Context: an optimization exercise on an open-source flow, tuned for a short achievable clock period and few clock cycles. The choices shown serve that exercise and are no tape-out recipe. Only simulation tests tie the RTL to the original design; equivalence was not proved. Power figures rest on the tool's default switching activity, not on a simulated workload.

**flow/run.sh**
```bash
#!/bin/bash
# The standard layout (standard.sh: the standard flow's own ORFS run, unchanged synthesis,
# floorplan, power grid, placement, CTS and routing), with one change: the
# buffers ORFS puts on every input and output port are buf_8 instead of the
# smallest buffer, which the later repair does not always upsize.
# make's output goes to standard.log; each ORFS step logs to orfs/logs/.
set -euo pipefail
bash standard.sh 'BUFFER_PORTS_ARGS=-buffer_cell sky130_fd_sc_hd__buf_8' finish > standard.log 2>&1
```
**standard.sh**
```bash
#!/bin/bash
# synth_recipe.tcl (not shown) runs the flow's synth.tcl, then flattens the netlist and writes it again
# the make line also repeats each setting of config.mk as NAME=value (left out here)
make -C /OpenROAD-flow-scripts/flow DESIGN_CONFIG=/design/flow/config.mk WORK_HOME=/design/flow/orfs CLKGATE_MAP_FILE= SYNTH_SCRIPT=/design/flow/synth_recipe.tcl "${@:-finish}"
```
**config.mk**
```make
export PLATFORM = sky130hd
export DESIGN_NAME = LC3
export DESIGN_NICKNAME = LC3
export VERILOG_FILES = /design/flow/design.v
export SDC_FILE = /design/flow/constraint.sdc
export NUM_CORES = 4
export LEC_CHECK = 0
export CAP_MARGIN = 20
export CORE_MARGIN = 2
export CORE_UTILIZATION = 40
export SETUP_SLACK_MARGIN = 4.6
export SLEW_MARGIN = 20
export SYNTH_HIERARCHICAL = 1
export SYNTH_MINIMUM_KEEP_SIZE = 0
```
**constraint.sdc**
```tcl
create_clock -name core_clock -period 7.0 [get_ports {clk}]
set_input_delay 1.4000 -clock core_clock [delete_from_list [all_inputs] [get_ports {clk}]]
set_output_delay 1.4000 -clock core_clock [all_outputs]
set_load 0.01 [all_outputs]
```
**design.v**
```verilog
`timescale 1ns / 1ps
module LC3_amux(s_t11, s_base, s_pc1, s_npc, s_ma, lo, t11_c1, t11_c0, base, pc1, npc, ma,
                ylo, yhi_c1, yhi_c0);
	input s_t11, s_base, s_pc1, s_npc, s_ma;
	input [8:0] lo;
	input [6:0] t11_c1, t11_c0;
	input [15:0] base, pc1, npc, ma;
	output [8:0] ylo;
	output [6:0] yhi_c1, yhi_c0;
	wire [15:0] rest = ({16{s_base}} & base) | ({16{s_pc1}} & pc1) |
	                   ({16{s_npc}} & npc) | ({16{s_ma}} & ma);
	assign ylo = s_t11 ? lo : rest[8:0];
	assign yhi_c1 = s_t11 ? t11_c1 : rest[15:9];
	assign yhi_c0 = s_t11 ? t11_c0 : rest[15:9];
endmodule
module LC3_cmux(c9, t9_c1, t9_c0, yhi_c1, yhi_c0, t9hi, yhi);
	input c9;
	input [6:0] t9_c1, t9_c0, yhi_c1, yhi_c0;
	output [6:0] t9hi, yhi;
	assign t9hi = c9 ? t9_c1 : t9_c0;
	assign yhi = c9 ? yhi_c1 : yhi_c0;
endmodule
module LC3_fmux(s_t9, lo, t9hi, ylo, yhi, y);
	input s_t9;
	input [8:0] lo, ylo;
	input [6:0] t9hi, yhi;
	output [15:0] y;
	assign y = s_t9 ? {t9hi, lo} : {yhi, ylo};
endmodule
`timescale 1ns / 1ps
module LC3_nsel(reset, fv, opc, cc, setcc, aZ, fN, fZ, fP, stall,
                t9_n1, t9_n0, s_t11, s_base, s_pc1, s_npc, s_ma);
	input reset;
	input fv;                 
	input [3:0] opc;
	input [2:0] cc;           
	input setcc;              
	input aZ;                 
	input fN, fZ, fP;
	input stall;
	output t9_n1, t9_n0, s_t11, s_base, s_pc1, s_npc, s_ma;
	wire f = fv & ~reset;
	wire i_br  = (opc == 4'b0000);
	wire i_ld  = (opc == 4'b0010);
	wire i_st  = (opc == 4'b0011);
	wire i_jsr = (opc == 4'b0100);
	wire i_jmp = (opc == 4'b1100);
	wire brE = f & i_br & setcc;          
	wire tR = (fN & cc[2]) | (fZ & cc[1]) | (fP & cc[0]);
	wire early9 = f & (i_ld | i_st | (i_br & ~setcc & tR));
	assign t9_n1 = early9 | (brE & cc[2]);
	assign t9_n0 = early9 | (brE & (aZ ? cc[1] : cc[0]));
	assign s_pc1 = f & ~(i_ld | i_st | i_jsr | i_jmp);
	assign s_t11 = f & i_jsr;
	assign s_base = f & i_jmp & ~stall;
	assign s_ma = f & i_jmp & stall;
	assign s_npc = ~fv & ~reset;
endmodule
module LC3_tsel(n, t9_n1, t9_n0, s_t9);
	input n, t9_n1, t9_n0;
	output s_t9;
	assign s_t9 = n ? t9_n1 : t9_n0;
endmodule
`timescale 1ns / 1ps
module LC3_alu(a, b, op, y);
	input [15:0] a, b;
	input [1:0] op;           
	output [15:0] y;
	reg [15:0] G, P;
	integer i, d;
	always @(*) begin
		G = a & b;
		P = a ^ b;
		for (d = 1; d < 16; d = d * 2)
			for (i = 15; i >= d; i = i - 1) begin
				G[i] = G[i] | (P[i] & G[i-d]);
				P[i] = P[i] & P[i-d];
			end
	end
	wire [15:0] sum = a ^ b ^ {G[14:0], 1'b0};
	assign y = (op == 2'd0) ? sum :
	           (op == 2'd1) ? a & b :
	           (op == 2'd2) ? ~a : a;
endmodule
`timescale 1ns / 1ps
module LC3_tadd(pc, ir, lo, c9);
	input [15:0] pc;
	input [8:0] ir;
	output [8:0] lo;
	output c9;
	reg [8:0] G, P;
	integer i, d;
	always @(*) begin
		G = pc[8:0] & ir;
		P = pc[8:0] ^ ir;
		G[0] = G[0] | P[0];
		for (d = 1; d < 9; d = d * 2)
			for (i = 8; i >= d; i = i - 1) begin
				G[i] = G[i] | (P[i] & G[i-d]);
				P[i] = P[i] & P[i-d];
			end
	end
	assign c9 = G[8];
	assign lo = pc[8:0] ^ ir ^ {G[7:0], 1'b1};
endmodule
module LC3_hsel(pc, ir, t9_c1, t9_c0, t11_c1, t11_c0);
	input [15:0] pc;
	input [10:8] ir;
	output [6:0] t9_c1, t9_c0;        
	output [6:0] t11_c1, t11_c0;      
	wire [6:0] h = pc[15:9];
	reg [6:0] h_inc, h_dec;
	reg [4:0] g_inc, g_dec;
	integer k;
	always @(*) begin
		for (k = 0; k < 7; k = k + 1) begin
			h_inc[k] = h[k] ^ (&(h | ~(7'h7f >> (7 - k))));
			h_dec[k] = h[k] ^ ~(|(h & (7'h7f >> (7 - k))));
		end
		for (k = 0; k < 5; k = k + 1) begin
			g_inc[k] = h[k+2] ^ (&(h[6:2] | ~(5'h1f >> (5 - k))));
			g_dec[k] = h[k+2] ^ ~(|(h[6:2] & (5'h1f >> (5 - k))));
		end
	end
	assign t9_c1 = ir[8] ? h : h_inc;
	assign t9_c0 = ir[8] ? h_dec : h;
	wire [1:0] m = pc[10:9];
	wire [1:0] n = ir[10:9];
	wire [1:0] s0 = {m[1] ^ n[1] ^ (m[0] & n[0]), m[0] ^ n[0]};
	wire [1:0] s1 = {m[1] ^ n[1] ^ (m[0] | n[0]), ~(m[0] ^ n[0])};
	wire c11_0 = (m[1] & n[1]) | ((m[1] | n[1]) & m[0] & n[0]);
	wire c11_1 = (m[1] & n[1]) | ((m[1] | n[1]) & (m[0] | n[0]));
	assign t11_c1 = {(ir[10] == c11_1) ? h[6:2] : c11_1 ? g_inc : g_dec, s1};
	assign t11_c0 = {(ir[10] == c11_0) ? h[6:2] : c11_0 ? g_inc : g_dec, s0};
endmodule
`timescale 1ns / 1ps
module LC3_nflag(a, b, op, n);
	input [15:0] a, b;
	input [1:0] op;           
	output n;
	reg [14:0] G, P;
	integer i, d;
	always @(*) begin
		G = a[14:0] & b[14:0];
		P = a[14:0] ^ b[14:0];
		for (d = 1; d < 15; d = d * 2)
			for (i = 14; i >= d; i = i - 1) begin
				G[i] = G[i] | (P[i] & G[i-d]);
				P[i] = P[i] & P[i-d];
			end
	end
	wire n_add = a[15] ^ b[15] ^ G[14];
	assign n = (op == 2'd0) ? n_add :
	           (op == 2'd1) ? a[15] & b[15] :
	           (op == 2'd2) ? ~a[15] : a[15];
endmodule
module LC3_zflag(a, b, op, z);
	input [15:0] a, b;
	input [1:0] op;           
	output z;
	wire z_add = &((a ^ b) ~^ {a[14:0] | b[14:0], 1'b0});
	assign z = (op == 2'd0) ? z_add :
	           (op == 2'd1) ? ~|(a & b) :
	           (op == 2'd2) ? &a : ~|a;
endmodule
`timescale 1ns / 1ps
module LC3_inc(a, y);
	input [15:0] a;
	output [15:0] y;
	reg [15:0] P;
	integer i, d;
	always @(*) begin
		P = a;
		for (d = 1; d < 16; d = d * 2)
			for (i = 15; i >= d; i = i - 1)
				P[i] = P[i] & P[i-d];
	end
	assign y = a ^ {P[14:0], 1'b1};
endmodule
`timescale 1ns / 1ps
module LC3_rread(r0, r1, r2, r3, r4, r5, r6, r7, idx, fwd, wsel, wval, y);
	input [15:0] r0, r1, r2, r3, r4, r5, r6, r7;
	input [2:0] idx, wsel;
	input fwd;
	input [15:0] wval;
	output [15:0] y;
	reg [15:0] r;
	always @(*)
		case (idx)
			3'd0: r = r0;
			3'd1: r = r1;
			3'd2: r = r2;
			3'd3: r = r3;
			3'd4: r = r4;
			3'd5: r = r5;
			3'd6: r = r6;
			default: r = r7;
		endcase
	assign y = (fwd && wsel == idx) ? wval : r;
endmodule
module LC3_rmux(r0, r1, r2, r3, r4, r5, r6, r7, idx, y);
	input [15:0] r0, r1, r2, r3, r4, r5, r6, r7;
	input [2:0] idx;
	output reg [15:0] y;
	always @(*)
		case (idx)
			3'd0: y = r0;
			3'd1: y = r1;
			3'd2: y = r2;
			3'd3: y = r3;
			3'd4: y = r4;
			3'd5: y = r5;
			3'd6: y = r6;
			default: y = r7;
		endcase
endmodule
`timescale 1ns / 1ps
module LC3(reset, clk, mem_addr, mem_wdata, mem_we, mem_rdata);
	input reset, clk;
	output [15:0] mem_addr, mem_wdata;
	output mem_we;
	input [15:0] mem_rdata;
	reg [15:0] R0, R1, R2, R3, R4, R5, R6, R7;
	reg fN, fZ, fP;
	reg [15:0] ma, mw;
	reg we;
	reg fv;                   
	reg [15:0] npc;           
	reg ev;                   
	reg e_setcc;              
	reg e_ld;
	reg [1:0] e_op;           
	reg [2:0] e_dr;
	reg [15:0] e_a, e_b;
	assign mem_addr = ma;
	assign mem_wdata = mw;
	assign mem_we = we;
	wire [15:0] alu;
	wire aN, aZ;
	LC3_alu ualu(.a(e_a), .b(e_b), .op(e_op), .y(alu));
	LC3_nflag unflag(.a(e_a), .b(e_b), .op(e_op), .n(aN));
	LC3_zflag uzflag(.a(e_a), .b(e_b), .op(e_op), .z(aZ));
	wire e_wr = ev & ~e_ld;               
	wire [15:0] ir = mem_rdata;
	wire [3:0] opc = ir[15:12];
	wire i_add = (opc == 4'b0001);
	wire i_and = (opc == 4'b0101);
	wire i_not = (opc == 4'b1001);
	wire i_ld  = (opc == 4'b0010);
	wire i_st  = (opc == 4'b0011);
	wire i_jsr = (opc == 4'b0100);
	wire i_jmp = (opc == 4'b1100);
	wire [15:0] s5 = {{11{ir[4]}}, ir[4:0]};
	wire [15:0] pc1;
	wire [8:0] tlo;
	wire c9;
	wire [6:0] t9_c1, t9_c0, t11_c1, t11_c0;
	LC3_inc uinc(.a(ma), .y(pc1));
	LC3_tadd utadd(.pc(ma), .ir(ir[8:0]), .lo(tlo), .c9(c9));
	LC3_hsel uhsel(.pc(ma), .ir(ir[10:8]), .t9_c1(t9_c1), .t9_c0(t9_c0),
	               .t11_c1(t11_c1), .t11_c0(t11_c0));
	wire [15:0] base, rsv, rsb;
	LC3_rmux urb(.r0(R0), .r1(R1), .r2(R2), .r3(R3), .r4(R4), .r5(R5), .r6(R6), .r7(R7),
	             .idx(ir[8:6]), .y(base));
	LC3_rread urs(.r0(R0), .r1(R1), .r2(R2), .r3(R3), .r4(R4), .r5(R5), .r6(R6), .r7(R7),
	              .idx(ir[11:9]), .fwd(e_wr), .wsel(e_dr), .wval(alu), .y(rsv));
	LC3_rread urt(.r0(R0), .r1(R1), .r2(R2), .r3(R3), .r4(R4), .r5(R5), .r6(R6), .r7(R7),
	              .idx(ir[2:0]), .fwd(e_wr), .wsel(e_dr), .wval(alu), .y(rsb));
	wire [15:0] ra = (e_wr && e_dr == ir[8:6]) ? alu : base;
	wire jstall = e_wr & (e_dr == ir[8:6]);
	wire t9_n1, t9_n0, s_t9, s_t11, s_base, s_pc1, s_npc, s_ma;
	LC3_nsel unsel(.reset(reset), .fv(fv), .opc(opc), .cc(ir[11:9]), .setcc(ev & e_setcc),
	               .aZ(aZ), .fN(fN), .fZ(fZ), .fP(fP), .stall(jstall & i_jmp),
	               .t9_n1(t9_n1), .t9_n0(t9_n0), .s_t11(s_t11), .s_base(s_base),
	               .s_pc1(s_pc1), .s_npc(s_npc), .s_ma(s_ma));
	LC3_tsel utsel(.n(aN), .t9_n1(t9_n1), .t9_n0(t9_n0), .s_t9(s_t9));
	wire [8:0] ylo;
	wire [6:0] yhi_c1, yhi_c0, t9hi, yhi;
	wire [15:0] nma;
	LC3_amux umux(.s_t11(s_t11), .s_base(s_base), .s_pc1(s_pc1), .s_npc(s_npc), .s_ma(s_ma),
	              .lo(tlo), .t11_c1(t11_c1), .t11_c0(t11_c0), .base(base), .pc1(pc1),
	              .npc(npc), .ma(ma), .ylo(ylo), .yhi_c1(yhi_c1), .yhi_c0(yhi_c0));
	LC3_cmux ucmux(.c9(c9), .t9_c1(t9_c1), .t9_c0(t9_c0), .yhi_c1(yhi_c1), .yhi_c0(yhi_c0),
	               .t9hi(t9hi), .yhi(yhi));
	LC3_fmux ufmux(.s_t9(s_t9), .lo(tlo), .t9hi(t9hi), .ylo(ylo), .yhi(yhi), .y(nma));
	wire [15:0] wval = (ev & e_ld) ? mem_rdata : alu;
	wire wen = ev;            
	always @(posedge clk) begin
		if (reset) begin
			R0 <= 16'd0; R1 <= 16'd0; R2 <= 16'd0; R3 <= 16'd0;
			R4 <= 16'd0; R5 <= 16'd0; R6 <= 16'd0; R7 <= 16'd0;
			fN <= 1'b0; fZ <= 1'b0; fP <= 1'b0;
			we <= 1'b0;
			fv <= 1'b1;
			ev <= 1'b0;
		end else begin
			if (wen && e_dr == 3'd0) R0 <= wval;
			if (wen && e_dr == 3'd1) R1 <= wval;
			if (wen && e_dr == 3'd2) R2 <= wval;
			if (wen && e_dr == 3'd3) R3 <= wval;
			if (wen && e_dr == 3'd4) R4 <= wval;
			if (wen && e_dr == 3'd5) R5 <= wval;
			if (wen && e_dr == 3'd6) R6 <= wval;
			if (wen && e_dr == 3'd7) R7 <= wval;
			if (ev & e_setcc) begin
				fN <= aN; fZ <= aZ; fP <= ~aN & ~aZ;
			end
			if (ev & e_ld) begin
				fN <= mem_rdata[15];
				fZ <= (mem_rdata == 16'd0);
				fP <= ~mem_rdata[15] & (mem_rdata != 16'd0);
			end
			if (fv) begin
				we <= i_st;
				fv <= ~(i_ld | i_st);
				ev <= i_add | i_and | i_not | i_jsr | i_ld;
			end else begin
				we <= 1'b0;
				fv <= 1'b1;
				ev <= 1'b0;
			end
		end
		ma <= nma;
		npc <= pc1;
		mw <= rsv;
		e_setcc <= i_add | i_and | i_not;
		e_ld <= i_ld;
		e_op <= i_add ? 2'd0 : i_and ? 2'd1 : i_not ? 2'd2 : 2'd3;
		e_dr <= i_jsr ? 3'd7 : ir[11:9];
		e_a <= i_jsr ? pc1 : ra;
		e_b <= ir[5] ? s5 : rsb;
	end
endmodule
```
==> results of run 1 <==
worst min-delay path, stage by stage (launching register included):
cell and delay (ns):
dfxtp_1 0.35, inv_1 0.09, nor3_1 0.05
routing by layer:
metal,up-vias,GRT usage,share of wire
met2,1063,0.453,0.44
met5,-,0,0.00021
met1,7969,0.383,0.39
li1,7219,-,-
met4,2,0.181,0.065
met3,300,0.0631,0.11
area by class of cell:
type | instances | area [um^2]
Clock buffer | 38 | 767
Clock inverter | 7 | 43.8
Fill cell | 3354 | 17200
Inverter | 78 | 320
Multi-Input combinational cell | 1441 | 12200
Sequential cell | 221 | 4610
Tap cell | 518 | 648
Timing Repair Buffer | 239 | 3090
Timing Repair inverter | 2 | 15.0
modules after synthesis (local to each module, per instance), excerpt:
module     copies in the design  flops+latches
LC3_alu                       1              0
LC3_cmux                      1              0
LC3_tsel                      1              0
LC3                           1            221
LC3_nflag                     1              0
LC3_hsel                      1              0
LC3_amux                      1              0
LC3_rmux                      1              0
LC3_nsel                      1              0
kinds of logic after synthesis:
logic type / count (synthesis) / share of synthesized area
AOI/OAI and AO/OA: 556 / 0.256
xor gates and xnor gates: 82 / 0.0453
adders and majority gates: 89 / 0.0716
buffers and inverters: 219 / 0.0723
DFF: 221 / 0.279
muxes: 148 / 0.101
and+or+nand+nor: 561 / 0.175
report_power, final:
group | internal, mW | total (mW) | switching, mW
Combinational | 0.668 | 1.43 | 0.767
Clock | 0.754 | 1.33 | 0.572
Sequential | 1.33 | 1.44 | 0.107
registers in the layout (all words and copies together), names as in the netlist, 2 cells and up:
register and count:
R7 16, R3 16, e_a 16, e_dr 3, R6 16, e_op 2, R1 16, R4 16
ma 16, R0 16, R5 16, mw 16, e_b 16, R2 16, npc 16
how the worst max path moves through the flow:
stage	start	end	depth (start not counted)
after global routing	e_a[14]	ma[0]	12
final	e_b[7]	ma[9]	12
after global placement	mem_rdata[7]	ma[12]	10
after detailed placement	mem_rdata[7]	ma[14]	11
after CTS	e_a[1]	ma[9]	12
after floorplan	mem_rdata[6]	ma[14]	13
Yosys cell counts, types with 5 or more instances:
cell type,instances
buf_4,12
a22oi_1,38
a21oi_1,93
dfxtp_1,221
and4_1,5
nand3_1,49
nor2_1,241
o31ai_2,32
o21ai_0,78
a31oi_1,11
nand2_1,112
mux2_2,31
buf_2,46
nand4_1,17
a21o_1,9
mux2i_2,7
mux2_4,12
or3_1,6
o22a_1,13
a222oi_1,8
a221oi_1,23
o221ai_1,30
buf_6,17
ha_1,86
o21ai_1,13
nor2b_1,17
a2bb2oi_1,15
mux2i_1,98
nand3b_1,36
nor4_1,16
xor2_1,42
o21a_1,6
inv_1,78
nand2b_1,9
buf_8,7
and2_1,5
xnor2_1,40
clkbuf_1,56
a211oi_1,140
per-stage QoR:
stage           util  std cells  area [um^2]
6_report       0.557       2544        21700
5_1_grt        0.557       2544        21700
4_1_cts        0.508       2458        19800
3_5_place_dp   0.434       2325        16900
3_3_place_gp   0.434       2324        16900
2_1_floorplan      -       1876        16300
what timing repair did:
item | 4_1_cts | 5_1_grt
setup buffers | 69 | 78
gates cloned | 19 | 8
gates resized for setup | 254 | 226
pin swaps | 45 | 90
setup endpoints to repair | 222 | 205
==> results_dict.tcl, run 1 <==
set metrics [dict create \
    numCtsBuffers 26 \
    skew_ns 0.0357 \
    dieArea_um2 41300 \
    hold_start "fv" \
    async_flop_share 0 \
    dp_slack_ns 2.61 \
    synthesis.area_um2 15900 \
    setup_violations 0 \
    cts-root-buf "clkbuf_16" \
    cp_max_fo 5 \
    syn_inst 1876 \
    hold_viol 0 \
    grt_max_degree 138 \
    cp-start-kind "flip-flop" \
    grt_pass1_wl_mm 94.1 \
    cp_slowest_stage_delay_ns 0.41 \
    grt_usage 0.297 \
    globalRoute.totalOverflow 0 \
    synth.top_cell.area_share 0.279 \
    synth_edf_count 0 \
    row_count 72 \
    power.density_nw_per_um2 194 \
    fmax_mhz 335 \
    rsz0062_at_grt "yes" \
    status "timing/DRC/antenna clean" \
    clock_latency_ns 0.56 \
    cpLargestDelayFamily "multiplexers" \
    ys.flop_type "dfxtp_1" \
    first_pass_iters 9 \
    crit_top_cell "mux2_4" \
    worstSetupEndpointType "flip-flop" \
    synth_top_cells_by_area "dfxtp_1 28%, ha_1 6.8%, a211oi_1 6.6%" \
    cp_data_required_time_ns 7.42 \
    initial_core_util 0.408 \
    holdCritPathClass "reg2reg" \
    p_leak_nw 8.09 \
    finalCritPeriodShare 0.426 \
    yosys.area.top_type "dfxtp_1" \
    min_delay_path_depth 2 \
    cap_viol_max_count 0 \
    gp_congestion 0.925 \
    max-clock-path-buffers 3 \
    fin_nets 2116 \
    ys_types 91 \
    wl_mm 67.5 \
    r2r_start "e_b[7]" \
    vdd_drop_max_v 0.000153 \
    final_common_cell "nor2_1" \
    fin_setup_tns_ns 0 \
    synth_fp_nets 1983 \
    ys_ff_latch 221 \
    core_area_um2 38900 \
    max-slew-margin-rel 0.192 \
    vias_per_cell 6.51 \
    cp_cell_sequence "inv_2 -> ha_4 -> xor2_1 -> nand4_1 -> nor4_4 -> a221o_2 -> mux2i_1 -> a22o_1 -> o21ai_1 -> mux2_4 -> buf_12 -> mux2_4" \
    numPortBuffers 50 \
    drtAntennaViolNets 0 \
    clk_pin_slew_worst_paths_ns 0.06 \
    tightestPinTransition_ns 1.21 \
    routedWlPerCell_um 26.5 \
    hpwl_mm 36.9 \
    synth_seq_area_share 0.279 \
    hold_buffers 0 \
    drt_iter0_markers 2212 \
    cts.sinks 221 \
    num_vias 16600 \
    syn-mean-instance-area_um2 8.46 \
    cts_tree "yes" \
    r2r-end "ma[9]" \
    r2r_slack_ns 4.02 \
    grt_pass1_vias 14900 \
    crit_type "reg2reg" \
    whs_ns 0.533 \
    die_x_um 203 \
    fin_ws_ns 4.02 \
    ff2ff_path_depth 12 \
    cp.buffers_inverters 2 \
    cpMaxStageDelayCell "dfxtp_4" \
    drc 0 \
    drive_above_1_share 0.367 \
    die_h_um 203 \
    final_cell_mix "231 x nor2_1, 160 x dfxtp_1, 117 x buf_4" \
    finalPower_mw 4.20 \
    worstPathArrival_ns 3.41 \
    antenna_found_initial 2 \
    area_growth_pct 36.6 \
    holdPathEnd "ev" \
    finalMaxSlewViolations 0 \
    period_needed_ns 2.98 \
    ios 51 \
    n_antenna_cell 0 \
    cts_max_level 1 \
    yosysWarnings 14 \
]
Testbench counts, summed over its fixed seeds: cycles 82,095.
==> run 2, diff against run 1 <==
--- a/design.v
+++ b/design.v
@@ -29,6 +29,6 @@
 endmodule
 `timescale 1ns / 1ps
-module LC3_nsel(reset, fv, opc, cc, setcc, aZ, fN, fZ, fP, stall,
-                t9_n1, t9_n0, s_t11, s_base, s_pc1, s_npc, s_ma);
+module LC3_nsel(reset, fv, opc, cc, setcc, fN, fZ, fP, stall,
+                t9_n1, t9_z1, t9_z0, s_t11, s_base, s_pc1, s_npc, s_ma);
 	input reset;
 	input fv;                 
@@ -36,8 +36,7 @@
 	input [2:0] cc;           
 	input setcc;              
-	input aZ;                 
 	input fN, fZ, fP;
 	input stall;
-	output t9_n1, t9_n0, s_t11, s_base, s_pc1, s_npc, s_ma;
+	output t9_n1, t9_z1, t9_z0, s_t11, s_base, s_pc1, s_npc, s_ma;
 	wire f = fv & ~reset;
 	wire i_br  = (opc == 4'b0000);
@@ -50,5 +49,6 @@
 	wire early9 = f & (i_ld | i_st | (i_br & ~setcc & tR));
 	assign t9_n1 = early9 | (brE & cc[2]);
-	assign t9_n0 = early9 | (brE & (aZ ? cc[1] : cc[0]));
+	assign t9_z1 = early9 | (brE & cc[1]);
+	assign t9_z0 = early9 | (brE & cc[0]);
 	assign s_pc1 = f & ~(i_ld | i_st | i_jsr | i_jmp);
 	assign s_t11 = f & i_jsr;
@@ -57,8 +57,8 @@
 	assign s_npc = ~fv & ~reset;
 endmodule
-module LC3_tsel(n, t9_n1, t9_n0, s_t9);
-	input n, t9_n1, t9_n0;
+module LC3_tsel(n, z, t9_n1, t9_z1, t9_z0, s_t9);
+	input n, z, t9_n1, t9_z1, t9_z0;
 	output s_t9;
-	assign s_t9 = n ? t9_n1 : t9_n0;
+	assign s_t9 = n ? t9_n1 : z ? t9_z1 : t9_z0;
 endmodule
 `timescale 1ns / 1ps
@@ -269,10 +269,10 @@
 	wire [15:0] ra = (e_wr && e_dr == ir[8:6]) ? alu : base;
 	wire jstall = e_wr & (e_dr == ir[8:6]);
-	wire t9_n1, t9_n0, s_t9, s_t11, s_base, s_pc1, s_npc, s_ma;
+	wire t9_n1, t9_z1, t9_z0, s_t9, s_t11, s_base, s_pc1, s_npc, s_ma;
 	LC3_nsel unsel(.reset(reset), .fv(fv), .opc(opc), .cc(ir[11:9]), .setcc(ev & e_setcc),
-	               .aZ(aZ), .fN(fN), .fZ(fZ), .fP(fP), .stall(jstall & i_jmp),
-	               .t9_n1(t9_n1), .t9_n0(t9_n0), .s_t11(s_t11), .s_base(s_base),
+	               .fN(fN), .fZ(fZ), .fP(fP), .stall(jstall & i_jmp),
+	               .t9_n1(t9_n1), .t9_z1(t9_z1), .t9_z0(t9_z0), .s_t11(s_t11), .s_base(s_base),
 	               .s_pc1(s_pc1), .s_npc(s_npc), .s_ma(s_ma));
-	LC3_tsel utsel(.n(aN), .t9_n1(t9_n1), .t9_n0(t9_n0), .s_t9(s_t9));
+	LC3_tsel utsel(.n(aN), .z(aZ), .t9_n1(t9_n1), .t9_z1(t9_z1), .t9_z0(t9_z0), .s_t9(s_t9));
 	wire [8:0] ylo;
 	wire [6:0] yhi_c1, yhi_c0, t9hi, yhi;
==> results_dict.tcl, run 2 <==
set metrics [dict create \
    p_leak_nw 8.20 \
    grt_pass1_wl_mm 93.6 \
    worstPathArrival_ns 3.33 \
    max-slew-margin-rel 0.166 \
    ys.flop_type "dfxtp_1" \
    final_cell_mix "229 x nor2_1, 157 x dfxtp_1, 99 x a211oi_2" \
    die_x_um 203 \
    cts-root-buf "clkbuf_16" \
    min_delay_path_depth 2 \
    synth_common_cells "240 x nor2_1, 221 x dfxtp_1, 137 x a211oi_1" \
    wl_mm 66.4 \
    final_common_cell "nor2_1" \
    clock_latency_ns 0.56 \
    synth_seq_area_share 0.279 \
    fmax_mhz 345 \
    use_met3 0.0567 \
    dieArea_um2 41300 \
    globalRoute.totalOverflow 0 \
    row_count 72 \
    synth.top_cell.area_share 0.279 \
    cts_tree "yes" \
    grt_usage 0.295 \
    drive_above_1_share 0.375 \
    antenna_found_initial 3 \
    core_area_um2 38900 \
    met2_usage 0.467 \
    routedWlPerCell_um 26.1 \
    vias_per_cell 6.43 \
    clk_pin_slew_worst_paths_ns 0.07 \
    hpwl_mm 36.7 \
    yosysMostFrequentCell "nor2_1" \
    finalCritPeriodShare 0.414 \
    numCtsBuffers 26 \
    yosysWarnings 14 \
    ios 51 \
    dp_slack_ns 2.51 \
    tightestPinTransition_ns 1.25 \
    rsz0062_at_grt "yes" \
    ff2ff_path_depth 14 \
    syn-mean-instance-area_um2 8.45 \
    power.density_nw_per_um2 198 \
    grt_pass1_vias 15100 \
    num_vias 16300 \
    synth_top_cells_by_area "dfxtp_1 28%, ha_1 6.8%, a211oi_1 6.5%" \
    syn_inst 1879 \
    cp_max_fo 18 \
    cts.sinks 221 \
    ys_types 90 \
    setup_violations 0 \
    yosys.area.top_type "dfxtp_1" \
    area_growth_pct 37.9 \
    cts_max_level 1 \
    hold_viol 0 \
    drc 0 \
    fin_setup_tns_ns 0 \
    status "timing/DRC/antenna clean" \
    die_h_um 203 \
    holdCritPathClass "reg2reg" \
    hold_buffers 0 \
    finalMaxSlewViolations 0 \
    n_antenna_cell 0 \
    synth_fp_nets 1986 \
    vdd_drop_max_v 0.000174 \
    async_flop_share 0 \
    cp_data_required_time_ns 7.43 \
    synth_edf_count 0 \
    crit_type "in2reg" \
    fin_ws_ns 4.10 \
    synthesis.area_um2 15900 \
    max-clock-path-buffers 3 \
    drtAntennaViolNets 0 \
    skew_ns 0.0253 \
    busiest_layer "met2" \
    grt_util_met1 0.383 \
    worstSetupEndpointType "flip-flop" \
    gp_congestion 0.894 \
    grt_max_degree 70 \
    period_needed_ns 2.90 \
    initial_core_util 0.408 \
    first_pass_iters 7 \
    drt_iter0_markers 2101 \
    cap_viol_max_count 0 \
    fin_nets 2113 \
    cp-start-kind "input pin" \
    fillers 3243 \
    ys_ff_latch 221 \
    numPortBuffers 50 \
]
-- run 2: cell types whose count changed in the layout (fill, tap and decap cells not counted), sizes merged, moves of 3 or more --
| cell | change |
|---|---|
| a211oi | -3 |
| buf | -8 |
| bufbuf | +3 |
| bufinv | +3 |
| clkbuf | -3 |
| inv | -3 |
| nand2 | +3 |
| nor2b | +3 |
-- run 2: critical path, cell delays in order --
cell,delay [ns]
buf_16,0.14
xnor2_2,0.14
and4_4,0.20
and4_4,0.15
inv_4,0.06
nor2_4,0.06
a222oi_1,0.41
a2bb2oi_1,0.17
mux2_2,0.31
mux2_4,0.27
-- run 2: per-layer routing --
layer | vias to the layer above | wire length [um]
met1 | 7891 | 26100
met5 | - | 17
met2 | 933 | 29400
li1 | 7211 | -
met4 | 4 | 4270
met3 | 299 | 6610
-- run 2: area by class of cell --
cell class	count	area, um^2	share of cell area
clock buffers	35	757	0.0346
clock inverters	11	136	0.00623
inverters	76	314	0.0143
multi-input cells	1445	12300	0.562
flip-flops and latches	221	4580	0.209
well taps	518	648	0.0296
repair buffers	234	3140	0.144
repair inverters	2	15.0	0.000686
-- run 2: logic make-up after synthesis --
family / share of synthesized area
adders and majority gates: 0.0716
AOI/OAI and AO/OA: 0.255
DFF: 0.279
muxes: 0.100
and+or+nand+nor: 0.176
xor gates and xnor gates: 0.0458
buffers and inverters: 0.0723
-- run 2: worst paths after layout --
path                     start  slack [ns]       to
setup / recovery  mem_rdata[8]        4.10   ma[10]
hold / removal              fv        0.54       ev
setup reg to reg        e_b[0]        4.20  e_a[12]
hold reg to reg             fv        0.54       ev
-- run 2: repair_timing --
item                       4_1_cts  5_1_grt
setup endpoints to repair      218      201
setup buffers                   79       63
cloned                          17       11
resized for setup              260      230
pin swaps                       51       71
-- run 2: power by group --
part	internal, mW	switching [mW]	total, mW	leakage, nW
Sequential	1.34	0.124	1.46	1.83
Clock	0.865	0.575	1.44	0.441
Combinational	0.675	0.757	1.43	5.92
Total	2.88	1.46	4.33	8.20
-- run 2: through the flow --
stage               hold WS (ns)  cell area [um^2]  cells   util  total power, mW
detailed placement         0.518             16900   2326  0.434             2.43
global placement           0.506             16900   2326  0.434             2.41
CTS                        0.530             20000   2468  0.513             4.09
global route               0.565             21900   2542  0.563             4.46
finish                     0.536             21900   2542  0.563             4.33
floorplan                  0.467             16300   1879      -             2.10
-- run 2: modules after synthesis (local to each module, per instance) --
module,cells,times used
LC3,675,1
LC3_rread,209,2
LC3_alu,171,1
LC3_rmux,154,1
LC3_zflag,102,1
LC3_hsel,101,1
LC3_amux,74,1
LC3_tadd,46,1
LC3_nflag,42,1
LC3_inc,38,1
LC3_fmux,18,1
LC3_cmux,15,1
LC3_nsel,22,1
LC3_tsel,3,1
Testbench counts of run 2, summed over its fixed seeds: cycles 82,095.
==> run 3, diff against run 2 <==
--- a/design.v
+++ b/design.v
@@ -179,9 +179,9 @@
 endmodule
 `timescale 1ns / 1ps
-module LC3_rread(r0, r1, r2, r3, r4, r5, r6, r7, idx, fwd, wsel, wval, y);
+module LC3_rmux(r0, r1, r2, r3, r4, r5, r6, r7, idx, wv, wdr, wres, y);
 	input [15:0] r0, r1, r2, r3, r4, r5, r6, r7;
-	input [2:0] idx, wsel;
-	input fwd;
-	input [15:0] wval;
+	input [2:0] idx, wdr;
+	input wv;
+	input [15:0] wres;
 	output [15:0] y;
 	reg [15:0] r;
@@ -197,21 +197,17 @@
 			default: r = r7;
 		endcase
-	assign y = (fwd && wsel == idx) ? wval : r;
+	assign y = (wv && wdr == idx) ? wres : r;
 endmodule
-module LC3_rmux(r0, r1, r2, r3, r4, r5, r6, r7, idx, y);
-	input [15:0] r0, r1, r2, r3, r4, r5, r6, r7;
-	input [2:0] idx;
-	output reg [15:0] y;
-	always @(*)
-		case (idx)
-			3'd0: y = r0;
-			3'd1: y = r1;
-			3'd2: y = r2;
-			3'd3: y = r3;
-			3'd4: y = r4;
-			3'd5: y = r5;
-			3'd6: y = r6;
-			default: y = r7;
-		endcase
+module LC3_fwd(s, alu, x, y);
+	input s;
+	input [15:0] alu, x;
+	output [15:0] y;
+	assign y = s ? alu : x;
+endmodule
+module LC3_eq3(a, b, en, y);
+	input [2:0] a, b;
+	input en;
+	output y;
+	assign y = en & (a == b);
 endmodule
 `timescale 1ns / 1ps
@@ -233,4 +229,7 @@
 	reg [2:0] e_dr;
 	reg [15:0] e_a, e_b;
+	reg w_v;
+	reg [2:0] w_dr;
+	reg [15:0] w_res;
 	assign mem_addr = ma;
 	assign mem_wdata = mw;
@@ -262,14 +261,21 @@
 	wire [15:0] base, rsv, rsb;
 	LC3_rmux urb(.r0(R0), .r1(R1), .r2(R2), .r3(R3), .r4(R4), .r5(R5), .r6(R6), .r7(R7),
-	             .idx(ir[8:6]), .y(base));
-	LC3_rread urs(.r0(R0), .r1(R1), .r2(R2), .r3(R3), .r4(R4), .r5(R5), .r6(R6), .r7(R7),
-	              .idx(ir[11:9]), .fwd(e_wr), .wsel(e_dr), .wval(alu), .y(rsv));
-	LC3_rread urt(.r0(R0), .r1(R1), .r2(R2), .r3(R3), .r4(R4), .r5(R5), .r6(R6), .r7(R7),
-	              .idx(ir[2:0]), .fwd(e_wr), .wsel(e_dr), .wval(alu), .y(rsb));
-	wire [15:0] ra = (e_wr && e_dr == ir[8:6]) ? alu : base;
-	wire jstall = e_wr & (e_dr == ir[8:6]);
+	             .idx(ir[8:6]), .wv(w_v), .wdr(w_dr), .wres(w_res), .y(base));
+	LC3_rmux urs(.r0(R0), .r1(R1), .r2(R2), .r3(R3), .r4(R4), .r5(R5), .r6(R6), .r7(R7),
+	             .idx(ir[11:9]), .wv(w_v), .wdr(w_dr), .wres(w_res), .y(rsv));
+	LC3_rmux urt(.r0(R0), .r1(R1), .r2(R2), .r3(R3), .r4(R4), .r5(R5), .r6(R6), .r7(R7),
+	             .idx(ir[2:0]), .wv(w_v), .wdr(w_dr), .wres(w_res), .y(rsb));
+	wire fa, fb, fs, jstall;
+	LC3_eq3 ueqa(.a(ir[8:6]), .b(e_dr), .en(e_wr & ~i_jsr), .y(fa));
+	LC3_eq3 ueqb(.a(ir[2:0]), .b(e_dr), .en(e_wr & ~ir[5]), .y(fb));
+	LC3_eq3 ueqs(.a(ir[11:9]), .b(e_dr), .en(e_wr), .y(fs));
+	LC3_eq3 ueqj(.a(ir[8:6]), .b(e_dr), .en(e_wr & i_jmp), .y(jstall));
+	wire [15:0] na, nb, nw;
+	LC3_fwd ufa(.s(fa), .alu(alu), .x(i_jsr ? pc1 : base), .y(na));
+	LC3_fwd ufb(.s(fb), .alu(alu), .x(ir[5] ? s5 : rsb), .y(nb));
+	LC3_fwd ufs(.s(fs), .alu(alu), .x(rsv), .y(nw));
 	wire t9_n1, t9_z1, t9_z0, s_t9, s_t11, s_base, s_pc1, s_npc, s_ma;
 	LC3_nsel unsel(.reset(reset), .fv(fv), .opc(opc), .cc(ir[11:9]), .setcc(ev & e_setcc),
-	               .fN(fN), .fZ(fZ), .fP(fP), .stall(jstall & i_jmp),
+	               .fN(fN), .fZ(fZ), .fP(fP), .stall(jstall),
 	               .t9_n1(t9_n1), .t9_z1(t9_z1), .t9_z0(t9_z0), .s_t11(s_t11), .s_base(s_base),
 	               .s_pc1(s_pc1), .s_npc(s_npc), .s_ma(s_ma));
@@ -284,6 +290,5 @@
 	               .t9hi(t9hi), .yhi(yhi));
 	LC3_fmux ufmux(.s_t9(s_t9), .lo(tlo), .t9hi(t9hi), .ylo(ylo), .yhi(yhi), .y(nma));
-	wire [15:0] wval = (ev & e_ld) ? mem_rdata : alu;
-	wire wen = ev;            
+	wire ldw = ev & e_ld;
 	always @(posedge clk) begin
 		if (reset) begin
@@ -294,13 +299,15 @@
 			fv <= 1'b1;
 			ev <= 1'b0;
+			w_v <= 1'b0;
 		end else begin
-			if (wen && e_dr == 3'd0) R0 <= wval;
-			if (wen && e_dr == 3'd1) R1 <= wval;
-			if (wen && e_dr == 3'd2) R2 <= wval;
-			if (wen && e_dr == 3'd3) R3 <= wval;
-			if (wen && e_dr == 3'd4) R4 <= wval;
-			if (wen && e_dr == 3'd5) R5 <= wval;
-			if (wen && e_dr == 3'd6) R6 <= wval;
-			if (wen && e_dr == 3'd7) R7 <= wval;
+			if ((ldw && e_dr == 3'd0) || (w_v && w_dr == 3'd0)) R0 <= (ldw && e_dr == 3'd0) ? mem_rdata : w_res;
+			if ((ldw && e_dr == 3'd1) || (w_v && w_dr == 3'd1)) R1 <= (ldw && e_dr == 3'd1) ? mem_rdata : w_res;
+			if ((ldw && e_dr == 3'd2) || (w_v && w_dr == 3'd2)) R2 <= (ldw && e_dr == 3'd2) ? mem_rdata : w_res;
+			if ((ldw && e_dr == 3'd3) || (w_v && w_dr == 3'd3)) R3 <= (ldw && e_dr == 3'd3) ? mem_rdata : w_res;
+			if ((ldw && e_dr == 3'd4) || (w_v && w_dr == 3'd4)) R4 <= (ldw && e_dr == 3'd4) ? mem_rdata : w_res;
+			if ((ldw && e_dr == 3'd5) || (w_v && w_dr == 3'd5)) R5 <= (ldw && e_dr == 3'd5) ? mem_rdata : w_res;
+			if ((ldw && e_dr == 3'd6) || (w_v && w_dr == 3'd6)) R6 <= (ldw && e_dr == 3'd6) ? mem_rdata : w_res;
+			if ((ldw && e_dr == 3'd7) || (w_v && w_dr == 3'd7)) R7 <= (ldw && e_dr == 3'd7) ? mem_rdata : w_res;
+			w_v <= e_wr;
 			if (ev & e_setcc) begin
 				fN <= aN; fZ <= aZ; fP <= ~aN & ~aZ;
@@ -322,12 +329,14 @@
 		end
 		ma <= nma;
+		w_dr <= e_dr;
+		w_res <= alu;
 		npc <= pc1;
-		mw <= rsv;
+		mw <= nw;
 		e_setcc <= i_add | i_and | i_not;
 		e_ld <= i_ld;
 		e_op <= i_add ? 2'd0 : i_and ? 2'd1 : i_not ? 2'd2 : 2'd3;
 		e_dr <= i_jsr ? 3'd7 : ir[11:9];
-		e_a <= i_jsr ? pc1 : ra;
-		e_b <= ir[5] ? s5 : rsb;
+		e_a <= na;
+		e_b <= nb;
 	end
 endmodule
==> results_dict.tcl, run 3 <==
set metrics [dict create \
    ys.flop_type "dfxtp_1" \
    p_leak_nw 9.41 \
    min_delay_path_depth 2 \
    clk_pin_slew_worst_paths_ns 0.06 \
    finalPower_mw 4.49 \
    synth_fp_nets 2276 \
    worstPathArrival_ns 3.41 \
    cp-start-kind "input pin" \
    multi_input_area_um2 14900 \
    finalMaxSlewViolations 0 \
    period_needed_ns 2.89 \
    setup_violations 0 \
    drtAntennaViolNets 0 \
    layoutNonFillerInstCount 2887 \
    worstSetupEndpointType "flip-flop" \
    ys_ff_latch 241 \
    final_common_cell "mux2i_1" \
    rsz0062_at_grt "yes" \
    yosysMostFrequentCell "dfxtp_1" \
    numPortBuffers 50 \
    area_growth_pct 30.3 \
    cts_max_level 1 \
    crit_type "in2reg" \
    syn-mean-instance-area_um2 9.01 \
    yosys.area.top_type "dfxtp_1" \
    clock_latency_ns 0.59 \
    vdd_drop_max_v 0.000153 \
    routedWlPerCell_um 28.5 \
    ys_types 92 \
    gp_congestion 0.884 \
    whs_ns 0.472 \
    grt_max_degree 70 \
    die_h_um 225 \
    die_x_um 225 \
    cap_viol_max_count 0 \
    hpwl_mm 43.8 \
    cp_max_fo 4 \
    cts-root-buf "clkbuf_16" \
    drt_iter0_markers 2422 \
    dieArea_um2 50600 \
    hold_buffers 0 \
    synth_edf_count 0 \
    drive_above_1_share 0.379 \
    row_count 80 \
    grt_pass1_wl_mm 118 \
    grt_usage 0.306 \
    holdCritPathClass "reg2reg" \
    fillers 4142 \
    core_area_um2 47900 \
    vias_per_cell 6.63 \
    numCtsBuffers 29 \
    synth_seq_area_share 0.247 \
    globalRoute.totalOverflow 0 \
    synthesis.area_um2 19500 \
    max-slew-margin-rel 0.407 \
    cp_data_required_time_ns 7.51 \
    fmax_mhz 346 \
    max-clock-path-buffers 3 \
    n_antenna_cell 0 \
    cts.sinks 241 \
    yosysWarnings 13 \
    antenna_found_initial 0 \
    wl_mm 82.3 \
    fin_nets 2357 \
    grt_pass1_vias 18400 \
    synth.top_cell.area_share 0.247 \
    hold_viol 0 \
    final_cell_mix "223 x mux2i_1, 177 x dfxtp_1, 131 x nor3_1" \
    drc 0 \
    ios 51 \
    ff2ff_path_depth 9 \
    async_flop_share 0 \
    power.density_nw_per_um2 177 \
    num_vias 19100 \
    dp.cells 2640 \
    tightestPinTransition_ns 0.886 \
    skew_ns 0.0305 \
    synth_top_cells_by_area "dfxtp_1 25%, mux2i_1 12%, ha_1 5.5%" \
    finalCritPeriodShare 0.413 \
    first_pass_iters 6 \
    fin_setup_tns_ns 0 \
    status "timing/DRC/antenna clean" \
    initial_core_util 0.407 \
    seqCellArea_um2 4990 \
    synth_common_cells "241 x dfxtp_1, 227 x mux2i_1, 133 x nor3_1" \
    syn_inst 2169 \
    cts_tree "yes" \
]
## run 3: cell types whose count changed in the layout (fill, tap and decap cells not counted), moves of 16 or more
cell,change
a21oi_2,+20
nand2_1,-54
a211oi_1,+46
mux2i_1,+134
mux2_4,+61
buf_4,+22
o21ai_1,-16
nor2_1,-106
nor3_1,+128
a21oi_1,-41
a211oi_2,-47
dfxtp_1,+20
## run 3: stage by stage
stage / setup slack (ns) / area (um^2) / util
6_report: 4.11 / 25500 / 0.531
5_1_grt: 4.08 / 25500 / 0.531
4_1_cts: 4.08 / 23900 / 0.499
3_5_place_dp: 2.88 / 20200 / 0.421
3_3_place_gp: 2.94 / 20200 / 0.421
2_1_floorplan: 3.66 / 20100 / -
## run 3: power by group
part | leakage (nW) | switching [mW] | total (mW) | internal, mW
sequential | 2.00 | 0.164 | 1.62 | 1.45
clock | 0.472 | 0.658 | 1.56 | 0.906
combinational | 6.94 | 0.687 | 1.31 | 0.628
## run 3: final cells by class
type	instances	area share
Clock buffer	39	0.0327
Clock inverter	14	0.00541
Inverter	75	0.0121
Multi-Input combinational cell	1640	0.586
Sequential cell	241	0.196
Tap cell	615	0.0302
Timing Repair Buffer	261	0.137
Timing Repair inverter	2	0.000590
## run 3: worst max-delay path, cell delays in order
cell,delay (ns)
buf_16,0.10
inv_8,0.03
ha_4,0.16
fa_2,0.42
nor2b_4,0.13
o211ai_1,0.12
a21boi_2,0.21
o41ai_2,0.09
xnor2_1,0.32
nor2b_1,0.09
a31oi_1,0.18
mux2_4,0.17
## run 3: repair_timing
| action | CTS | global route |
|---|---|---|
| gates resized for setup | 298 | 174 |
| endpoints found under the setup margin | 158 | 192 |
| buffers inserted | 94 | 69 |
| pin swaps | 63 | 86 |
| cloned | 27 | 4 |
## run 3: path summary, 6_finish.rpt
check	start	to	slack, ns
setup / recovery	mem_rdata[0]	ma[8]	4.11
hold / removal	fP	fP	0.47
setup reg to reg	e_a[2]	ma[1]	4.22
hold reg to reg	fP	fP	0.47
## run 3: kinds of logic (layout without fill, tap and decap cells)
family                   Yosys count  after routing  synth area share
XOR/XNOR                          97             97            0.0435
flip-flops                       241            241             0.247
multiplexers                     328            328             0.182
adder cells (fa/ha/maj)           89             89            0.0581
buffers and inverters            293            391            0.0900
AO/OA/AOI/OAI                    511            512             0.211
AND/OR/NAND/NOR                  610            614             0.168
## run 3: per-layer routing
metal  vias to the layer above  GRT usage  share of wire
met5                         -          0              0
met2                      1284      0.486           0.45
met3                       384     0.0611          0.098
met1                      9252      0.389           0.39
met4                         0      0.166          0.067
li1                       8225          -              -
## run 3: modules after synthesis, one instance, submodules excluded, excerpt
module | flops+latches | cell area [um^2] | times used
LC3 | 241 | 9410 | 1
LC3_rmux | 0 | 1450 | 3
LC3_hsel | 0 | 777 | 1
LC3_amux | 0 | 544 | 1
LC3_tadd | 0 | 379 | 1
LC3_nflag | 0 | 350 | 1
LC3_inc | 0 | 283 | 1
LC3_fmux | 0 | 249 | 1
LC3_fwd | 0 | 249 | 3
LC3_cmux | 0 | 169 | 1
LC3_nsel | 0 | 145 | 1
LC3_tsel | 0 | 18.8 | 1
Testbench counts of run 3, summed over its fixed seeds: cycles 82,095.
==> run 4, diff against run 3 <==
--- a/design.v
+++ b/design.v
@@ -84,9 +84,8 @@
 endmodule
 `timescale 1ns / 1ps
-module LC3_tadd(pc, ir, lo, c9);
+module LC3_tadd(pc, ir, lo);
 	input [15:0] pc;
 	input [8:0] ir;
 	output [8:0] lo;
-	output c9;
 	reg [8:0] G, P;
 	integer i, d;
@@ -101,7 +100,24 @@
 			end
 	end
-	assign c9 = G[8];
 	assign lo = pc[8:0] ^ ir ^ {G[7:0], 1'b1};
 endmodule
+module LC3_c9(pc, ir, c9);
+	input [8:0] pc;
+	input [8:0] ir;
+	output c9;
+	reg [8:0] G, P;
+	integer i, d;
+	always @(*) begin
+		G = pc & ir;
+		P = pc ^ ir;
+		G[0] = G[0] | P[0];
+		for (d = 1; d < 9; d = d * 2)
+			for (i = 8; i >= d; i = i - 1) begin
+				G[i] = G[i] | (P[i] & G[i-d]);
+				P[i] = P[i] & P[i-d];
+			end
+	end
+	assign c9 = G[8];
+endmodule
 module LC3_hsel(pc, ir, t9_c1, t9_c0, t11_c1, t11_c0);
 	input [15:0] pc;
@@ -256,5 +272,6 @@
 	wire [6:0] t9_c1, t9_c0, t11_c1, t11_c0;
 	LC3_inc uinc(.a(ma), .y(pc1));
-	LC3_tadd utadd(.pc(ma), .ir(ir[8:0]), .lo(tlo), .c9(c9));
+	LC3_tadd utadd(.pc(ma), .ir(ir[8:0]), .lo(tlo));
+	LC3_c9 uc9(.pc(ma[8:0]), .ir(ir[8:0]), .c9(c9));
 	LC3_hsel uhsel(.pc(ma), .ir(ir[10:8]), .t9_c1(t9_c1), .t9_c0(t9_c0),
 	               .t11_c1(t11_c1), .t11_c0(t11_c0));
==> results_dict.tcl, run 4 <==
set metrics [dict create \
    synth.top_cell.area_share 0.245 \
    numCtsBuffers 29 \
    setup_violations 0 \
    r2r_start "e_b[1]" \
    die_h_um 226 \
    rsz0062_at_grt "yes" \
    grt_usage 0.319 \
    globalRoute.totalOverflow 0 \
    ys.flop_type "dfxtp_1" \
    drt_iter0_markers 2530 \
    fmax_mhz 356 \
    initial_core_util 0.404 \
    fin_setup_tns_ns 0 \
    dieArea_um2 51100 \
    vias_per_cell 6.53 \
    crit_end "mw[12]" \
    ff2ff_path_depth 12 \
    syn_inst 2196 \
    hold_buffers 0 \
    holdCritPathClass "reg2reg" \
    r2r-end "mw[12]" \
    ios 51 \
    synthesis.area_um2 19700 \
    hold_viol 0 \
    r2r_slack_ns 4.19 \
    final_cell_mix "224 x mux2i_1, 176 x dfxtp_1, 136 x buf_4" \
    cp-start-kind "flip-flop" \
    synth_common_cells "241 x dfxtp_1, 227 x mux2i_1, 135 x nor3_1" \
    routedWlPerCell_um 28.7 \
    dp.cells 2717 \
    worstPathArrival_ns 3.32 \
    synth_edf_count 0 \
    post-route-util 0.546 \
    numPortBuffers 50 \
    ys_ff_latch 241 \
    crit_top_cell "buf_6" \
    finalCritPeriodShare 0.401 \
    max-slew-margin-rel 0.375 \
    area_growth_pct 35.1 \
    yosysWarnings 14 \
    status "timing/DRC/antenna clean" \
    vdd_drop_max_v 0.000176 \
    cp_cell_sequence "buf_6 -> buf_6 -> inv_2 -> fa_2 -> and2b_1 -> o211ai_1 -> buf_4 -> a31o_4 -> o211ai_4 -> xnor2_2 -> a221oi_4 -> mux2_4" \
    hpwl_mm 44.0 \
    synth_top_cells_by_area "dfxtp_1 24%, mux2i_1 12%, ha_1 5.9%" \
    gp_congestion 0.903 \
    cp-startpoint "e_b[1]" \
    min_delay_path_depth 2 \
    cts-root-buf "clkbuf_16" \
    n_antenna_cell 0 \
    cp_slowest_stage_delay_ns 0.43 \
    grt_max_degree 60 \
    num_vias 19500 \
    cp_max_fo 4 \
    cpMaxStageDelayCell "a221oi_4" \
    drtAntennaViolNets 0 \
    syn-mean-instance-area_um2 8.98 \
    first_pass_iters 6 \
    drc 0 \
    final_common_cell "mux2i_1" \
    grt_pass1_vias 18800 \
    cap_viol_max_count 0 \
    fin_nets 2421 \
    die_x_um 226 \
    synth_fp_nets 2310 \
    layoutNonFillerInstCount 2992 \
    cts_max_level 1 \
    yosys.area.top_type "dfxtp_1" \
    skew_ns 0.0362 \
    crit_type "reg2reg" \
    row_count 81 \
    clk_pin_slew_worst_paths_ns 0.06 \
    wl_mm 86.0 \
    cts_tree "yes" \
    worstSetupEndpointType "flip-flop" \
    async_flop_share 0 \
    yosysMostFrequentCell "dfxtp_1" \
    p_leak_nw 9.75 \
    core_area_um2 48700 \
    antenna_found_initial 0 \
    period_needed_ns 2.81 \
    tightestPinTransition_ns 0.934 \
    clock_latency_ns 0.60 \
    finalMaxSlewViolations 0 \
    power.density_nw_per_um2 177 \
    synth_seq_area_share 0.245 \
    cp_data_required_time_ns 7.51 \
    ys_types 91 \
    drive_above_1_share 0.401 \
    max-clock-path-buffers 3 \
    grt_pass1_wl_mm 123 \
    cts.sinks 241 \
]
run 4: where the power goes:
group,internal [mW],switching [mW],total [mW]
clock network,0.989,0.668,1.66
logic,0.703,0.758,1.46
registers,1.45,0.159,1.61
run 4: layout make-up:
class                           count  area, um^2
Clock buffer                       42         855
Clock inverter                     10         160
Fill cell                        4054       22100
Inverter                           78         318
Multi-Input combinational cell   1665       15500
Sequential cell                   241        5020
Tap cell                          664         831
Timing Repair Buffer              291        3900
Timing Repair inverter              1        7.51
run 4: worst min path at each step:
stage                     from  endpoint
final                       fP        fP
after global routing        fP        fP
after CTS                   fP        fP
after detailed placement    fP        fP
after global placement      fP        fP
after floorplan             fP        fP
run 4: Yosys stat by module (local to each module, per instance), a selection:
module     times used  area, um^2  cells inside  flops+latches
LC3_cmux            1         169            15              0
LC3_eq3             4        35.0             4              0
LC3_inc             1         283            38              0
LC3_fmux            1         249            18              0
LC3_nsel            1         145            22              0
LC3_tsel            1        18.8             3              0
LC3_zflag           1         797           102              0
LC3_amux            1         544            74              0
LC3_hsel            1         777           101              0
LC3_alu             1        1170           159              0
LC3_rmux            3        1450           209              0
LC3                 1        9410           852            241
LC3_fwd             3         249            18              0
LC3_c9              1         175            20              0
run 4: kinds of logic (layout without fill, tap and decap cells):
kind of cell    count (synthesis)  in the layout  share of synthesized area
buf+inv                       296            422                     0.0898
compound gates                516            516                      0.211
mux                           328            328                      0.181
flops                         241            241                      0.245
fa+ha+maj                      96             96                     0.0621
simple gates                  623            629                      0.170
xor+xnor                       96             96                     0.0426
run 4: metal layers:
metal / up-vias / part of all wire / GRT usage
li1: 8403 / - / -
met1: 9451 / 0.37 / 0.393
met2: 1271 / 0.44 / 0.505
met3: 411 / 0.11 / 0.0764
met4: 0 / 0.075 / 0.191
met5: - / 0 / 0
run 4: what timing repair did:
| item | 4_1_cts | 5_1_grt |
|---|---|---|
| endpoints found under the setup margin | 224 | 196 |
| pin swaps | 124 | 97 |
| buffers inserted | 142 | 43 |
| endpoints found under the hold margin | 0 | 0 |
| gates cloned | 33 | 5 |
| resized for setup | 428 | 160 |
run 4: worst max-delay path: cells and delay by family (launching register included):
family	cells	cell delay, ns
fa+ha+maj	1	0.32
mux	1	0.24
xor+xnor	1	0.11
compound gates	4	1.01
simple gates	1	0.23
buf+inv	4	0.41
flops	1	0.40
run 4: per-stage QoR:
| stage | cell area (um^2) | hold WS, ns | power [mW] | setup WS [ns] |
|---|---|---|---|---|
| 2_1_floorplan | 20300 | 0.445 | 2.25 | 3.70 |
| 3_3_place_gp | 20400 | 0.462 | 2.55 | 2.66 |
| 3_5_place_dp | 20400 | 0.478 | 2.56 | 2.63 |
| 4_1_cts | 25300 | 0.488 | 4.54 | 4.26 |
| 5_1_grt | 26600 | 0.497 | 4.84 | 4.16 |
| 6_report | 26600 | 0.486 | 4.73 | 4.19 |
Testbench counts of run 4, summed over its fixed seeds: cycles 82,095.
==> run 5, diff against run 4 <==
--- a/design.v
+++ b/design.v
@@ -67,4 +67,11 @@
 	input [1:0] op;           
 	output [15:0] y;
+	wire [15:0] sum;
+	LC3_add16 uadd(.a(a), .b(b), .s(sum));
+	LC3_opmux umux(.a(a), .b(b), .op(op), .sum(sum), .y(y));
+endmodule
+module LC3_add16(a, b, s);
+	input [15:0] a, b;
+	output [15:0] s;
 	reg [15:0] G, P;
 	integer i, d;
@@ -78,8 +85,12 @@
 			end
 	end
-	wire [15:0] sum = a ^ b ^ {G[14:0], 1'b0};
-	assign y = (op == 2'd0) ? sum :
-	           (op == 2'd1) ? a & b :
-	           (op == 2'd2) ? ~a : a;
+	assign s = a ^ b ^ {G[14:0], 1'b0};
+endmodule
+module LC3_opmux(a, b, op, sum, y);
+	input [15:0] a, b, sum;
+	input [1:0] op;
+	output [15:0] y;
+	wire [15:0] other = (op == 2'd1) ? a & b : (op == 2'd2) ? ~a : a;
+	assign y = (op == 2'd0) ? sum : other;
 endmodule
 `timescale 1ns / 1ps
==> results_dict.tcl, run 5 <==
set metrics [dict create \
    syn_inst 2195 \
    crit_type "reg2reg" \
    drc 0 \
    status "timing/DRC/antenna clean" \
    worstPathArrival_ns 3.33 \
    fin_area_um2 27000 \
    async_flop_share 0 \
    min_delay_path_depth 2 \
    skew_ns 0.0322 \
    ios 51 \
    ys.flop_type "dfxtp_1" \
    setup_violations 0 \
    cap_viol_max_count 0 \
    core_area_um2 49000 \
    placed_area_um2 20500 \
    yosys.area.top_type "dfxtp_1" \
    grt_max_degree 69 \
    ys_types 88 \
    final_common_cell "mux2i_1" \
    period_needed_ns 2.89 \
    finalCritPeriodShare 0.412 \
    clk_pin_slew_worst_paths_ns 0.06 \
    cts_tree "yes" \
    row_count 81 \
    layoutNonFillerInstCount 3019 \
    wl_mm 88.7 \
    dieArea_um2 51500 \
    clock_latency_ns 0.58 \
    first_pass_iters 8 \
    max-slew-margin-rel 0.327 \
    cp_data_required_time_ns 7.44 \
    num_vias 19900 \
    grt_pass1_wl_mm 127 \
    synth.top_cell.area_share 0.243 \
    vias_per_cell 6.61 \
    p_leak_nw 10.0 \
    synth_fp_nets 2308 \
    initial_core_util 0.406 \
    routedWlPerCell_um 29.4 \
    vdd_drop_max_v 0.000172 \
    ff2ff_path_depth 11 \
    gp_congestion 0.894 \
    dp.cells 2715 \
    drive_above_1_share 0.415 \
    ys_ff_latch 241 \
    hpwl_mm 44.9 \
    cts_max_level 1 \
    numPortBuffers 50 \
    hold_viol 0 \
    finalMaxSlewViolations 0 \
    grt_pass1_vias 19500 \
    yosysWarnings 14 \
    fin_setup_tns_ns 0 \
    antenna_found_initial 1 \
    cp-start-kind "flip-flop" \
    synth_common_cells "243 x mux2i_1, 241 x dfxtp_1, 136 x nor3_1" \
    holdCritPathClass "reg2reg" \
    tightestPinTransition_ns 1.01 \
    syn-mean-instance-area_um2 9.05 \
    yosysMostFrequentCell "mux2i_1" \
    fin_nets 2448 \
    cts.sinks 241 \
    synth_edf_count 0 \
    grt_usage 0.329 \
    drtAntennaViolNets 0 \
    final_cell_mix "229 x mux2i_1, 176 x dfxtp_1, 153 x buf_4" \
    die_x_um 227 \
    globalRoute.totalOverflow 0 \
    cp_max_fo 8 \
    cts-root-buf "clkbuf_16" \
    area_growth_pct 35.9 \
    die_h_um 227 \
    rsz0062_at_grt "yes" \
    power.density_nw_per_um2 175 \
    synthesis.area_um2 19900 \
    drt_iter0_markers 2643 \
    fmax_mhz 346 \
    numCtsBuffers 29 \
    synth_top_cells_by_area "dfxtp_1 24%, mux2i_1 12%, ha_1 5.8%" \
    max-clock-path-buffers 3 \
    synth_seq_area_share 0.243 \
    n_antenna_cell 0 \
    worstSetupEndpointType "flip-flop" \
]
## run 5: critical path, cell delays in order (launching register included)
cell and delay [ns]:
dfxtp_4 0.40, inv_1 0.08, ha_4 0.27, xor2_1 0.25, nand4_1 0.17, nor4_2 0.34, a221o_2 0.30, mux2i_4 0.30
o21ai_4 0.08, buf_6 0.13, buf_16 0.15, mux2_4 0.30
## run 5: metal layers
metal,GRT usage,vias to the layer above,part of all wire
met3,0.0844,423,0.11
met5,0,-,0.00014
met4,0.199,2,0.079
met2,0.522,1315,0.44
li1,-,8503,-
met1,0.400,9703,0.37
## run 5: area by class of cell
cell class | count | area [um^2]
Timing Repair Buffer | 321 | 4190
Fill cell | 3987 | 22000
Tap cell | 664 | 831
Clock inverter | 10 | 130
Clock buffer | 41 | 861
Inverter | 77 | 320
Timing Repair inverter | 2 | 15.0
Sequential cell | 241 | 5020
Multi-Input combinational cell | 1663 | 15600
## run 5: logic make-up after synthesis
group / after synthesis / synth area share
compound gates: 509 / 0.211
xor+xnor: 82 / 0.0362
fa+ha+maj: 95 / 0.0610
buf+inv: 297 / 0.0916
flops: 241 / 0.243
mux: 344 / 0.187
simple gates: 627 / 0.171
## run 5: path summary, 6_finish.rpt
kind	startpoint	end	slack [ns]
min	fP	fP	0.51
max reg2reg	e_a[9]	ma[5]	4.11
min reg2reg	fP	fP	0.51
max	e_a[9]	ma[5]	4.11
## run 5: per-module statistics from Yosys, one instance, submodules excluded, excerpt
module     cells inside  copies in the design
LC3_nflag            42                     1
LC3_zflag           102                     1
LC3_hsel            101                     1
LC3_rmux            209                     3
LC3_nsel             22                     1
LC3_c9               20                     1
LC3_add16           101                     1
LC3_tadd             53                     1
LC3_inc              38                     1
## run 5: power breakdown
group	leakage [nW]	switching [mW]	internal, mW
sequential	2.00	0.149	1.45
combinational	7.56	0.778	0.730
clock	0.488	0.663	0.958
## run 5: metrics by stage
step | power (mW) | hold WS, ns | worst slack [ns] | util
2_1_floorplan | 2.24 | 0.445 | 3.70 | -
3_5_place_dp | 2.55 | 0.461 | 2.65 | 0.419
5_1_grt | 4.82 | 0.520 | 4.08 | 0.551
3_3_place_gp | 2.53 | 0.460 | 2.71 | 0.419
6_report | 4.72 | 0.507 | 4.11 | 0.551
4_1_cts | 4.50 | 0.471 | 4.24 | 0.523
## run 5: what timing repair did
| action | 4_1_cts | 5_1_grt |
|---|---|---|
| gates cloned | 37 | 2 |
| hold buffers | 0 | 0 |
| buffers inserted | 164 | 50 |
| pin swaps | 111 | 104 |
| setup endpoints to repair | 165 | 146 |
| gates resized for setup | 422 | 184 |
Testbench counts of run 5, summed over its fixed seeds: cycles 82,095.

-- separate check: timing with driven ports --
How much do the figures lean on ideal ports? The routed layouts below were timed once more, with nothing changed but the port constraints. Step 1 sets driving cells, clkbuf_16 on the clock port and buf_2 on the other inputs (assumed; they add their load-dependent delay and slew). Step 2, shift: input delay + t, output delay - t, t = (earliest + latest rising clock arrival at the registers) / 2. This alone moves slack from input paths to output paths. Three values: ideal, step 1, step 2; two values: the first two.
| run | t, ns | slack for setup (ns) | worst data-port slew with drivers (ns) |
|---|---|---|---|
| run 1 | 0.602 | 4.017 / 3.855 / 3.253 | 0.31 |
| run 2 | 0.595 | 4.099 / 3.908 / 3.313 | 0.31 |
| run 3 | 0.637 | 4.106 / 3.830 / 3.193 | 0.45 |
| run 4 | 0.645 | 4.192 / 3.731 / 3.086 | 0.63 |
| run 5 | 0.621 | 4.114 / 3.752 / 3.131 | 0.58 |
After both steps every run listed still meets setup and hold. The setup slack of run 4, which loses most, moves by -0.461 ns with the drivers and by -1.106 ns with both steps.
